From an optimization exercise on the open Yosys and OpenROAD flow, aimed at small area and a short achievable clock period; shortcuts taken in it are not production practice.
In this exercise RTL edits were held to simulation tests only and were not proved equivalent to the original.

==> ember: inputs <==
==> flow/design.v <==
module RegisterFile(
  input clk,
  input reset,
  input we,
  input [4:0] wa,
  input [31:0] wd,
  input [4:0] ra1,
  input [4:0] ra2,
  output [31:0] rd1,
  output [31:0] rd2
);
  wire [31:0] wsel;
  wire [1023:0] q;
  reg [31:0] v;
  genvar i;
  generate
    for (i = 0; i < 32; i = i + 1) begin : r
      reg [31:0] data;
      assign wsel[i] = we && (wa == i);
      always @(posedge clk)
        if (wsel[i]) data <= wd;
      assign q[i*32 +: 32] = data;
    end
  endgenerate
  always @(posedge clk or posedge reset)
    if (reset) v <= 32'b0;
    else v <= v | wsel;
  wire [31:0] s1 = (32'b1 << ra1) & v;
  wire [31:0] s2 = (32'b1 << ra2) & v;
  reg [31:0] o1, o2;
  integer k;
  always @* begin
    o1 = 32'b0;
    o2 = 32'b0;
    for (k = 0; k < 32; k = k + 1) begin
      o1 = o1 | ({32{s1[k]}} & q[k*32 +: 32]);
      o2 = o2 | ({32{s2[k]}} & q[k*32 +: 32]);
    end
    if (ra1 == 5'd10 && !v[10]) o1 = o1 | 32'd15;
    if (ra1 == 5'd21 && !v[21]) o1 = o1 | 32'd4;
    if (ra2 == 5'd10 && !v[10]) o2 = o2 | 32'd15;
    if (ra2 == 5'd21 && !v[21]) o2 = o2 | 32'd4;
  end
  assign rd1 = o1;
  assign rd2 = o2;
endmodule
module Top_Level(
	input clk,
	input reset,
	output [31:0] PC,
	input [31:0] Instruction,
	output [31:0] WriteData,
	output [4:0] WriteReg,
	output RegWrite,
	output [31:0] DataAddr,
	output [31:0] DataOut,
	output MemWrite,
	output MemRead,
	input [31:0] DataIn
);
  reg [31:0] pc;
  reg take_m;
  reg [31:0] m2_m;
  always @(posedge clk or posedge reset)
    if (reset) pc <= 32'b0;
    else pc <= take_m ? m2_m : pc + 32'd1;
  assign PC = pc;
  wire [6:0] opc = Instruction[6:0];
  wire isR_f   = opc == 7'b0110011;
  wire isLW_f  = opc == 7'b0000011;
  wire isSW_f  = opc == 7'b0100011;
  wire isBEQ_f = opc == 7'b1100011;
  reg [31:0] pc_d;
  reg [31:7] ins_d;
  reg isR_d, isLW_d, isSW_d, isBEQ_d;
  always @(posedge clk) begin
    pc_d <= pc;
    ins_d <= Instruction[31:7];
  end
  always @(posedge clk or posedge reset)
    if (reset) {isR_d, isLW_d, isSW_d, isBEQ_d} <= 4'b0;
    else {isR_d, isLW_d, isSW_d, isBEQ_d} <= {isR_f, isLW_f, isSW_f, isBEQ_f};
  wire [4:0] rd  = ins_d[11:7];
  wire [4:0] rs1 = ins_d[19:15];
  wire [4:0] rs2 = ins_d[24:20];
  wire [3:0] funct = {ins_d[31], ins_d[14:12]};
  wire [11:0] imm = ins_d[31:20];
  wire regWrite_d = isR_d | isLW_d;
  wire aluSrc_d = isLW_d | isSW_d;
  wire sub_d = isR_d & (funct == 4'b1000) | isBEQ_d;
  wire opAnd_d = isR_d & (funct == 4'b0111);
  wire opOr_d  = isR_d & (funct == 4'b0110);
  wire opArith_d = ~isR_d | (funct == 4'b0000) | (funct == 4'b1000);
  reg [4:0] rd_e, rd_m;
  reg fw_e, fw_m;             
  reg regWrite_m, memRead_m;
  reg [31:0] res_m;
  wire [31:0] rf1, rf2;
  reg [31:0] wb_data;
  reg [4:0] wb_rd;
  reg wb_we;
  RegisterFile regFile(
    .clk(clk), .reset(reset),
    .we(wb_we), .wa(wb_rd), .wd(wb_data),
    .ra1(rs1), .ra2(rs2), .rd1(rf1), .rd2(rf2));
  wire fwdM1 = fw_e & (rd_e == rs1);
  wire fwdM2 = fw_e & (rd_e == rs2);
  wire fwdW1 = fw_m & (rd_m == rs1);
  wire fwdW2 = fw_m & (rd_m == rs2);
  wire [31:0] wbval = memRead_m ? DataIn : res_m;
  wire [31:0] v1 = fwdW1 ? wbval : rf1;
  wire [31:0] v2 = fwdW2 ? wbval : rf2;
  wire [31:0] immx = {{20{imm[11]}}, imm};
  wire [31:0] target = pc_d + immx;
  wire [31:0] d1_in = fwdM1 ? 32'b0 : v1;
  wire [31:0] bx_in = aluSrc_d ? immx : (fwdM2 ? 32'b0 : v2 ^ {32{sub_d}});
  wire [31:0] sd_in = isBEQ_d ? target : v2;
  reg [31:0] d1_e, bx_e, sd_e;
  reg selM1_e, selMp_e, selMn_e, selSD_e, sub_e, opArith_e, opAnd_e, opOr_e;
  reg regWrite_e, memRead_e, memWrite_e, isBEQ_e;
  always @(posedge clk) begin
    d1_e <= d1_in;
    bx_e <= bx_in;
    sd_e <= sd_in;
    rd_e <= rd;
    selM1_e <= fwdM1;
    selMp_e <= fwdM2 & ~aluSrc_d & ~sub_d;
    selMn_e <= fwdM2 & ~aluSrc_d & sub_d;
    selSD_e <= fwdM2 & ~isBEQ_d;
    sub_e <= sub_d;
    opArith_e <= opArith_d;
    opAnd_e <= opAnd_d;
    opOr_e <= opOr_d;
  end
  always @(posedge clk or posedge reset)
    if (reset) {regWrite_e, memRead_e, memWrite_e, isBEQ_e, fw_e} <= 5'b0;
    else {regWrite_e, memRead_e, memWrite_e, isBEQ_e, fw_e} <=
         {regWrite_d, isLW_d, isSW_d, isBEQ_d, regWrite_d & (rd != 5'd0)};
  wire [31:0] a = ({32{selM1_e}} & res_m) | d1_e;
  wire [31:0] bb = ({32{selMp_e}} & res_m) | ({32{selMn_e}} & ~res_m) | bx_e;
  wire [32:0] sum1 = {a, 1'b1} + {bb, sub_e};
  wire [31:0] sum = sum1[32:1];
  wire [31:0] res = ({32{opArith_e}} & sum) | ({32{opAnd_e}} & (a & bb)) |
                    ({32{opOr_e}} & (a | bb));
  wire take = isBEQ_e & (&(a ^ bb));
  wire [31:0] m2_in = selSD_e ? res_m : sd_e;
  reg memWrite_m;
  always @(posedge clk) begin
    res_m <= res;
    m2_m <= m2_in;
    rd_m <= rd_e;
  end
  always @(posedge clk or posedge reset)
    if (reset) {regWrite_m, memRead_m, memWrite_m, take_m, fw_m} <= 5'b0;
    else {regWrite_m, memRead_m, memWrite_m, take_m, fw_m} <=
         {regWrite_e, memRead_e, memWrite_e, take, fw_e};
  assign DataAddr = res_m;
  assign DataOut = m2_m;
  assign MemWrite = memWrite_m;
  assign MemRead = memRead_m;
  always @(posedge clk) begin
    wb_data <= wbval;
    wb_rd <= rd_m;
  end
  always @(posedge clk or posedge reset)
    if (reset) wb_we <= 1'b0;
    else wb_we <= regWrite_m;
  assign WriteData = wb_data;
  assign WriteReg = wb_rd;
  assign RegWrite = wb_we;
endmodule
==> flow/run.sh <==
#!/bin/bash
# synth_recipe.tcl (not shown) runs the flow's synth.tcl, then flattens the netlist and writes it again
# the make line also repeats each setting of config.mk as NAME=value (left out here)
make -C /OpenROAD-flow-scripts/flow DESIGN_CONFIG=/design/flow/config.mk WORK_HOME=/design/flow/orfs CLKGATE_MAP_FILE= SYNTH_SCRIPT=/design/flow/synth_recipe.tcl finish
==> flow/config.mk <==
export PLATFORM = sky130hd
export DESIGN_NAME = Top_Level
export DESIGN_NICKNAME = Top_Level
export VERILOG_FILES = /design/flow/design.v
export SDC_FILE = /design/flow/constraint.sdc
export NUM_CORES = 4
export LEC_CHECK = 0
export CAP_MARGIN = 20
export CORE_MARGIN = 2
export CORE_UTILIZATION = 60
export SETUP_SLACK_MARGIN = 4.0
export SLEW_MARGIN = 20
export TNS_END_PERCENT = 5
==> flow/constraint.sdc <==
create_clock -name core_clock -period 7.0 [get_ports {clk}]
set_input_delay 1.4000 -clock core_clock [delete_from_list [all_inputs] [get_ports {clk}]]
set_output_delay 1.4000 -clock core_clock [all_outputs]
set_load 0.01 [all_outputs]
==> indigo (differences from ember) <==
--- a/flow/design.v
+++ b/flow/design.v
@@ -89,3 +89,3 @@
   wire aluSrc_d = isLW_d | isSW_d;
-  wire sub_d = isR_d & (funct == 4'b1000) | isBEQ_d;
+  wire opSub_d = isR_d & (funct == 4'b1000);
   wire opAnd_d = isR_d & (funct == 4'b0111);
@@ -110,11 +110,8 @@
   wire [31:0] wbval = memRead_m ? DataIn : res_m;
-  wire [31:0] v1 = fwdW1 ? wbval : rf1;
-  wire [31:0] v2 = fwdW2 ? wbval : rf2;
-  wire [31:0] immx = {{20{imm[11]}}, imm};
-  wire [31:0] target = pc_d + immx;
-  wire [31:0] d1_in = fwdM1 ? 32'b0 : v1;
-  wire [31:0] bx_in = aluSrc_d ? immx : (fwdM2 ? 32'b0 : v2 ^ {32{sub_d}});
-  wire [31:0] sd_in = isBEQ_d ? target : v2;
-  reg [31:0] d1_e, bx_e, sd_e;
-  reg selM1_e, selMp_e, selMn_e, selSD_e, sub_e, opArith_e, opAnd_e, opOr_e;
+  wire [31:0] d1_in = fwdW1 ? wbval : rf1;
+  wire [31:0] d2_in = fwdW2 ? wbval : rf2;
+  wire [31:0] target = pc_d + {{20{imm[11]}}, imm};
+  wire [31:0] x_in = isBEQ_d ? target : {target[31:12], imm};
+  reg [31:0] d1_e, d2_e, x_e;
+  reg selM1_e, selM2_e, aluSrc_e, opArith_e, opSub_e, opAnd_e, opOr_e;
   reg regWrite_e, memRead_e, memWrite_e, isBEQ_e;
@@ -122,11 +119,10 @@
     d1_e <= d1_in;
-    bx_e <= bx_in;
-    sd_e <= sd_in;
+    d2_e <= d2_in;
+    x_e <= x_in;
     rd_e <= rd;
     selM1_e <= fwdM1;
-    selMp_e <= fwdM2 & ~aluSrc_d & ~sub_d;
-    selMn_e <= fwdM2 & ~aluSrc_d & sub_d;
-    selSD_e <= fwdM2 & ~isBEQ_d;
-    sub_e <= sub_d;
+    selM2_e <= fwdM2;
+    aluSrc_e <= aluSrc_d;
     opArith_e <= opArith_d;
+    opSub_e <= opSub_d;
     opAnd_e <= opAnd_d;
@@ -138,10 +134,9 @@
          {regWrite_d, isLW_d, isSW_d, isBEQ_d, regWrite_d & (rd != 5'd0)};
-  wire [31:0] a = ({32{selM1_e}} & res_m) | d1_e;
-  wire [31:0] bb = ({32{selMp_e}} & res_m) | ({32{selMn_e}} & ~res_m) | bx_e;
-  wire [32:0] sum1 = {a, 1'b1} + {bb, sub_e};
-  wire [31:0] sum = sum1[32:1];
-  wire [31:0] res = ({32{opArith_e}} & sum) | ({32{opAnd_e}} & (a & bb)) |
-                    ({32{opOr_e}} & (a | bb));
-  wire take = isBEQ_e & (&(a ^ bb));
-  wire [31:0] m2_in = selSD_e ? res_m : sd_e;
+  wire [31:0] a = selM1_e ? res_m : d1_e;
+  wire [31:0] f2 = selM2_e ? res_m : d2_e;
+  wire [31:0] b = aluSrc_e ? {{20{x_e[11]}}, x_e[11:0]} : f2;
+  wire [31:0] sum = a + (opSub_e ? ~b : b) + {31'b0, opSub_e};
+  wire [31:0] res = opArith_e ? sum : opAnd_e ? (a & b) : opOr_e ? (a | b) : 32'b0;
+  wire take = isBEQ_e & (a == f2);
+  wire [31:0] m2_in = isBEQ_e ? x_e : f2;
   reg memWrite_m;
CORE_UTILIZATION = 40   (was 60)
SETUP_SLACK_MARGIN = default   (was 4.0)
TNS_END_PERCENT = default   (was 5)
==> out/results.txt <==
The flow ran to the end and the layout has no timing, DRC or antenna violations. Critical path's top delay family: simple AND/OR/NAND/NOR gates. After detailed placement, the total cell area comes to 62,400 µm².

Sequential cells account for 52.0% of the total power. The post-placement setup slack is 2.66 ns, and the number of global-route vias before repair is 45,900. The required arrival time at the worst endpoint is 7.66 ns, and the effective utilization at floorplan is 60.7%.

For the final worst slack, the log shows 3.54 ns. The first routing iteration left 13,900 violations. The post-CTS resize count was 175.
(the above is from ember)
==> out/results.txt <==
The number of global-route vias before repair is 44,300. At the placement stage, the worst setup path has a slack of 2.64 ns. For this configuration, the core starts out at a cell density of 40.2%. The detailed router finished its first iteration with 11,600 violations. The number of gates resized after CTS was 0. The flow ran to the end and the layout has no timing, DRC or antenna violations. In this design, the largest share of critical-path delay is due to compound AO/OA/AOI/OAI gates.

The final worst slack is 2.45 ns.
(the above is from indigo)

afterwards: timing with drivers on the ports:
The results above use ideal ports. As a check the final layouts listed here were re-extracted and re-timed, cells and wires unchanged. Step 1 assumes that a clkbuf_16 drives the clock port and a buf_2 every other input. Step 2 times the ports against the registers' clock, not the clock port: input delays grow and output delays shrink by t, the midpoint of the rising clock arrivals with the driver on. Slacks: ideal / step 1 / step 2; pairs: ideal / step 1.
run | t, ns | slack for setup (ns) | worst hold slack (ns)
ember | 0.835 | 3.542 / 3.542 / 3.542 | 0.346 / 0.346 / 0.346
indigo | 0.868 | 2.454 / 2.454 / 2.454 | 0.351 / 0.351 / 0.351
After both steps every run listed still meets setup and hold.
